This is an optimization exercise on Yosys and OpenROAD, whose aim is small area, not a production implementation. Function was checked by simulation only, so behaviour that the tests miss may differ from the original. Power is estimated from default activity; no workload was simulated.

== T ==
==> flow/design.v (excerpt) <==
module datapath_legv8(
	input [4:0] DA, SA, SB, FS,
	input W_reg, W_ram, c_out, B_sel, B_en, ram_en, alu_en, D_en, clk, rst,
	input [63:0] k,
	input [7:0] addr,
	output [3:0] stat,
	output [63:0] f,
	output [15:0] r0, r1, r2, r3, r4, r5, r6, r7,
	output [7:0] ram_addr,
	output ram_we,
	output [63:0] ram_wdata,
	input [63:0] ram_rdata
	);
For scale: about 5,900 cells after synthesis, about 89,000 um2 of cells after synthesis.
==> flow/config.mk <==
export PLATFORM = sky130hd
export DESIGN_NAME = datapath_legv8
export DESIGN_NICKNAME = datapath_legv8
export VERILOG_FILES = /design/flow/design.v
export SDC_FILE = /design/flow/constraint.sdc
export NUM_CORES = 8
export LEC_CHECK = 0
export CAP_MARGIN = 5
export CORE_MARGIN = 2
export CORE_UTILIZATION = 55
export GPL_TIMING_DRIVEN = 1
export SETUP_SLACK_MARGIN = 0.1
export SLEW_MARGIN = 5
export SYNTH_HIERARCHICAL = 1
==> flow/constraint.sdc <==
create_clock -name core_clock -period 14.0 [get_ports {clk}]
set_input_delay 2.8000 -clock core_clock [delete_from_list [all_inputs] [get_ports {clk}]]
set_output_delay 2.8000 -clock core_clock [all_outputs]
set_load 0.01 [all_outputs]
standard.sh (not shown) runs the stock make flow with config.mk's settings and CLKGATE_MAP_FILE= SYNTH_SCRIPT=/design/flow/synth_recipe.tcl, a recipe that flattens the netlist after the stock synthesis.
==> flow/flow/run.sh <==
#!/bin/bash
# Layout flow: the standard ORFS flow (standard.sh, standard synthesis),
# with these changes to how the layout is made:
#  - ports are buffered with buf_1 instead of the default delay-cell buffer;
#  - repair_design (3_4) may use buffers up to buf_4 only (flow/pre_resize.tcl);
#  - timing-driven global placement keeps none of its trial buffering
#    (GPL_KEEP_OVERFLOW=0): it only steers the placement;
#  - the flow estimates wire capacitance 15% higher than the platform's
#    setRC.tcl (flow/setRC_pess.tcl), to match the extracted parasitics;
#  - CTS uses clkbuf_8 with sinks clustered 16 per 50 um and no dummy loads.
# Each ORFS step writes its own log under orfs/logs; make's output goes to
# make_finish.log here.
set -euo pipefail
here=$(pwd)
export BUFFER_PORTS_ARGS="-buffer_cell sky130_fd_sc_hd__buf_1"
export GPL_KEEP_OVERFLOW=0
export LAYER_PARASITICS_FILE="$here/flow/setRC_pess.tcl"
export PRE_RESIZE_TCL="$here/flow/pre_resize.tcl"
export CTS_ARGS="-sink_clustering_enable -repair_clock_nets -dont_use_dummy_load -buf_list sky130_fd_sc_hd__clkbuf_8 -sink_clustering_size 16 -sink_clustering_max_diameter 50"
bash standard.sh > make_finish.log 2>&1
==> flow/flow/setRC_pess.tcl <==
set_layer_rc -layer li1 -capacitance [expr {1.499e-04 * 1.15}] -resistance 7.176e-02
set_layer_rc -layer met1 -capacitance [expr {1.72375E-04 * 1.15}] -resistance 8.929e-04
set_layer_rc -layer met2 -capacitance [expr {1.36233E-04 * 1.15}] -resistance 8.929e-04
set_layer_rc -layer met3 -capacitance [expr {2.14962E-04 * 1.15}] -resistance 1.567e-04
set_layer_rc -layer met4 -capacitance [expr {1.48128E-04 * 1.15}] -resistance 1.567e-04
set_layer_rc -layer met5 -capacitance [expr {1.54087E-04 * 1.15}] -resistance 1.781e-05

set_layer_rc -via mcon -resistance 9.249146E-3
set_layer_rc -via via -resistance 4.5E-3
set_layer_rc -via via2 -resistance 3.368786E-3
set_layer_rc -via via3 -resistance 0.376635E-3
set_layer_rc -via via4 -resistance 0.00580E-3

set_wire_rc -signal -layer met1
set_wire_rc -clock -layer met3
Other scripts of this flow, unchanged in this note and not shown: flow/flow/pre_resize.tcl
diff inputs: T => R
diff --git a/flow/flow/run.sh b/flow/flow/run.sh
--- a/flow/flow/run.sh
+++ b/flow/flow/run.sh
@@ -8 +8 @@
-#  - the flow estimates wire capacitance 15% higher than the platform's
+#  - the flow estimates wire capacitance 30% higher than the platform's
==> flow/flow/setRC_pess.tcl <==
set_layer_rc -layer li1 -capacitance [expr {1.499e-04 * 1.3}] -resistance 7.176e-02
set_layer_rc -layer met1 -capacitance [expr {1.72375E-04 * 1.3}] -resistance 8.929e-04
set_layer_rc -layer met2 -capacitance [expr {1.36233E-04 * 1.3}] -resistance 8.929e-04
set_layer_rc -layer met3 -capacitance [expr {2.14962E-04 * 1.3}] -resistance 1.567e-04
set_layer_rc -layer met4 -capacitance [expr {1.48128E-04 * 1.3}] -resistance 1.567e-04
set_layer_rc -layer met5 -capacitance [expr {1.54087E-04 * 1.3}] -resistance 1.781e-05

set_layer_rc -via mcon -resistance 9.249146E-3
set_layer_rc -via via -resistance 4.5E-3
set_layer_rc -via via2 -resistance 3.368786E-3
set_layer_rc -via via3 -resistance 0.376635E-3
set_layer_rc -via via4 -resistance 0.00580E-3

set_wire_rc -signal -layer met1
set_wire_rc -clock -layer met3
==> comparison <==
Compared with T, R shows a higher post-route cell area.
Compared with T, R shows a lower first-iteration DRC count.
On area of the die, T and R are neck and neck.
Number of antenna violations at the first check in global routing in R vs T: down 3.8%

## the baseline
datapath_legv8, a different RTL version from the one above (not shown whole).
Size in the first run: roughly 7900 cells after synthesis, about 440 I/O pins, ~88000 µm² of cells after synthesis.
==> flow/design.v (excerpt) <==
module datapath_legv8(
	input [4:0] DA, SA, SB, FS,
	input W_reg, W_ram, c_out, B_sel, B_en, ram_en, alu_en, D_en, clk, rst,
	input [63:0] k,
	input [7:0] addr,
	output [3:0] stat,
	output [63:0] f,
	output [15:0] r0, r1, r2, r3, r4, r5, r6, r7,
	output [7:0] ram_addr,
	output ram_we,
	output [63:0] ram_wdata,
	input [63:0] ram_rdata
	);
==> flow/config.mk <==
export PLATFORM = sky130hd
export DESIGN_NAME = datapath_legv8
export DESIGN_NICKNAME = datapath_legv8
export VERILOG_FILES = /design/flow/design.v
export SDC_FILE = /design/flow/constraint.sdc
export NUM_CORES = 8
export LEC_CHECK = 0
export CAP_MARGIN = 5
export CORE_MARGIN = 2
export CORE_UTILIZATION = 55
export GPL_TIMING_DRIVEN = 1
export SETUP_SLACK_MARGIN = 0.1
export SLEW_MARGIN = 5
export SYNTH_HIERARCHICAL = 1
==> flow/constraint.sdc <==
create_clock -name core_clock -period 14.0 [get_ports {clk}]
set_input_delay 2.8000 -clock core_clock [delete_from_list [all_inputs] [get_ports {clk}]]
set_output_delay 2.8000 -clock core_clock [all_outputs]
set_load 0.01 [all_outputs]
==> flow/flow/run.sh <==
#!/bin/bash
# Layout flow: the standard ORFS flow (standard.sh, standard synthesis),
# with these changes to how the layout is made:
#  - ports are buffered with buf_1 instead of the default delay-cell buffer;
#  - repair_design (3_4) may use buffers up to buf_4 only (flow/pre_resize.tcl);
#  - timing-driven global placement keeps none of its trial buffering
#    (GPL_KEEP_OVERFLOW=0): it only steers the placement;
#  - the flow estimates wire capacitance 20% higher than the platform's
#    setRC.tcl (flow/setRC_pess.tcl), to match the extracted parasitics;
#  - CTS uses clkbuf_8 with sinks clustered 16 per 50 um and no dummy loads.
# Each ORFS step writes its own log under orfs/logs; make's output goes to
# make_finish.log here.
set -euo pipefail
here=$(pwd)
export BUFFER_PORTS_ARGS="-buffer_cell sky130_fd_sc_hd__buf_1"
export GPL_KEEP_OVERFLOW=0
export LAYER_PARASITICS_FILE="$here/flow/setRC_pess.tcl"
export PRE_RESIZE_TCL="$here/flow/pre_resize.tcl"
export CTS_ARGS="-sink_clustering_enable -repair_clock_nets -dont_use_dummy_load -buf_list sky130_fd_sc_hd__clkbuf_8 -sink_clustering_size 16 -sink_clustering_max_diameter 50"
bash standard.sh > make_finish.log 2>&1
Other scripts of this flow, unchanged in this note and not shown: flow/flow/pre_resize.tcl, flow/flow/setRC_pess.tcl
The baseline finished all stages; the layout is clean.
#### Input delta (the candidate over the baseline)
- CORE_UTILIZATION now 62, was 55
- PLACE_DENSITY now 0.68, previously not set
--- outcome ---
- Actual slew at the worst max-slew pin (the candidate over the baseline): decrease, 0.078 ns
- Count of TritonRoute iterations in the first routing pass: the candidate > the baseline
- The candidate has completed all stages; timing, DRC and antenna checks passed.
- The candidate vs the baseline — via count dropped slightly
- Going from the baseline to the candidate, wire length reported by the detailed router went down about 8%; clock-buffer cell count went down; setup slack went down; sequential share of power picked up an extra 0.7 points; total stage count of the critical path shows a reduction of 5.
- Final design area excluding fillers in the candidate is 0.69% below the baseline.
- Total of plain and repair buffers excluding clock buffers | the candidate below the baseline

-- what the ideal ports hide --
No port has a modelled driver above. Below, the same layouts with a new extraction and two added sets of constraints. Step 1 (the two cells are an assumption about what drives the block):
set clk [get_ports {clk}]
set_driving_cell -lib_cell sky130_fd_sc_hd__clkbuf_16 $clk
set_driving_cell -lib_cell sky130_fd_sc_hd__buf_2 [delete_from_list [all_inputs] $clk]
Step 2 moves the port delays by t, midway between the first and last clock arrival at a register: inputs arrive t later, outputs are due t later. That takes back most of the time a late clock gives input paths. Slacks: ideal ports / drivers / drivers and shift; pairs: ideal ports / drivers.
run	t (ns)	setup WS [ns]	latest minus earliest clock arrival (ns)	worst register clock-pin slew, ns
T	1.041	0.228 / 0.054 / 0.054	0.106 / 0.106	0.11 / 0.11
R	1.034	0.745 / 0.584 / 0.584	0.183 / 0.183	0.10 / 0.10
the baseline	1.072	0.450 / 0.285 / 0.285	0.140 / 0.139	0.11 / 0.11
the candidate	1.038	0.326 / 0.206 / 0.206	0.168 / 0.167	0.11 / 0.11
After both steps every run listed still meets setup and hold. The setup slack of T, which loses most, moves by -0.174 ns with the drivers and by -0.174 ns with both steps.
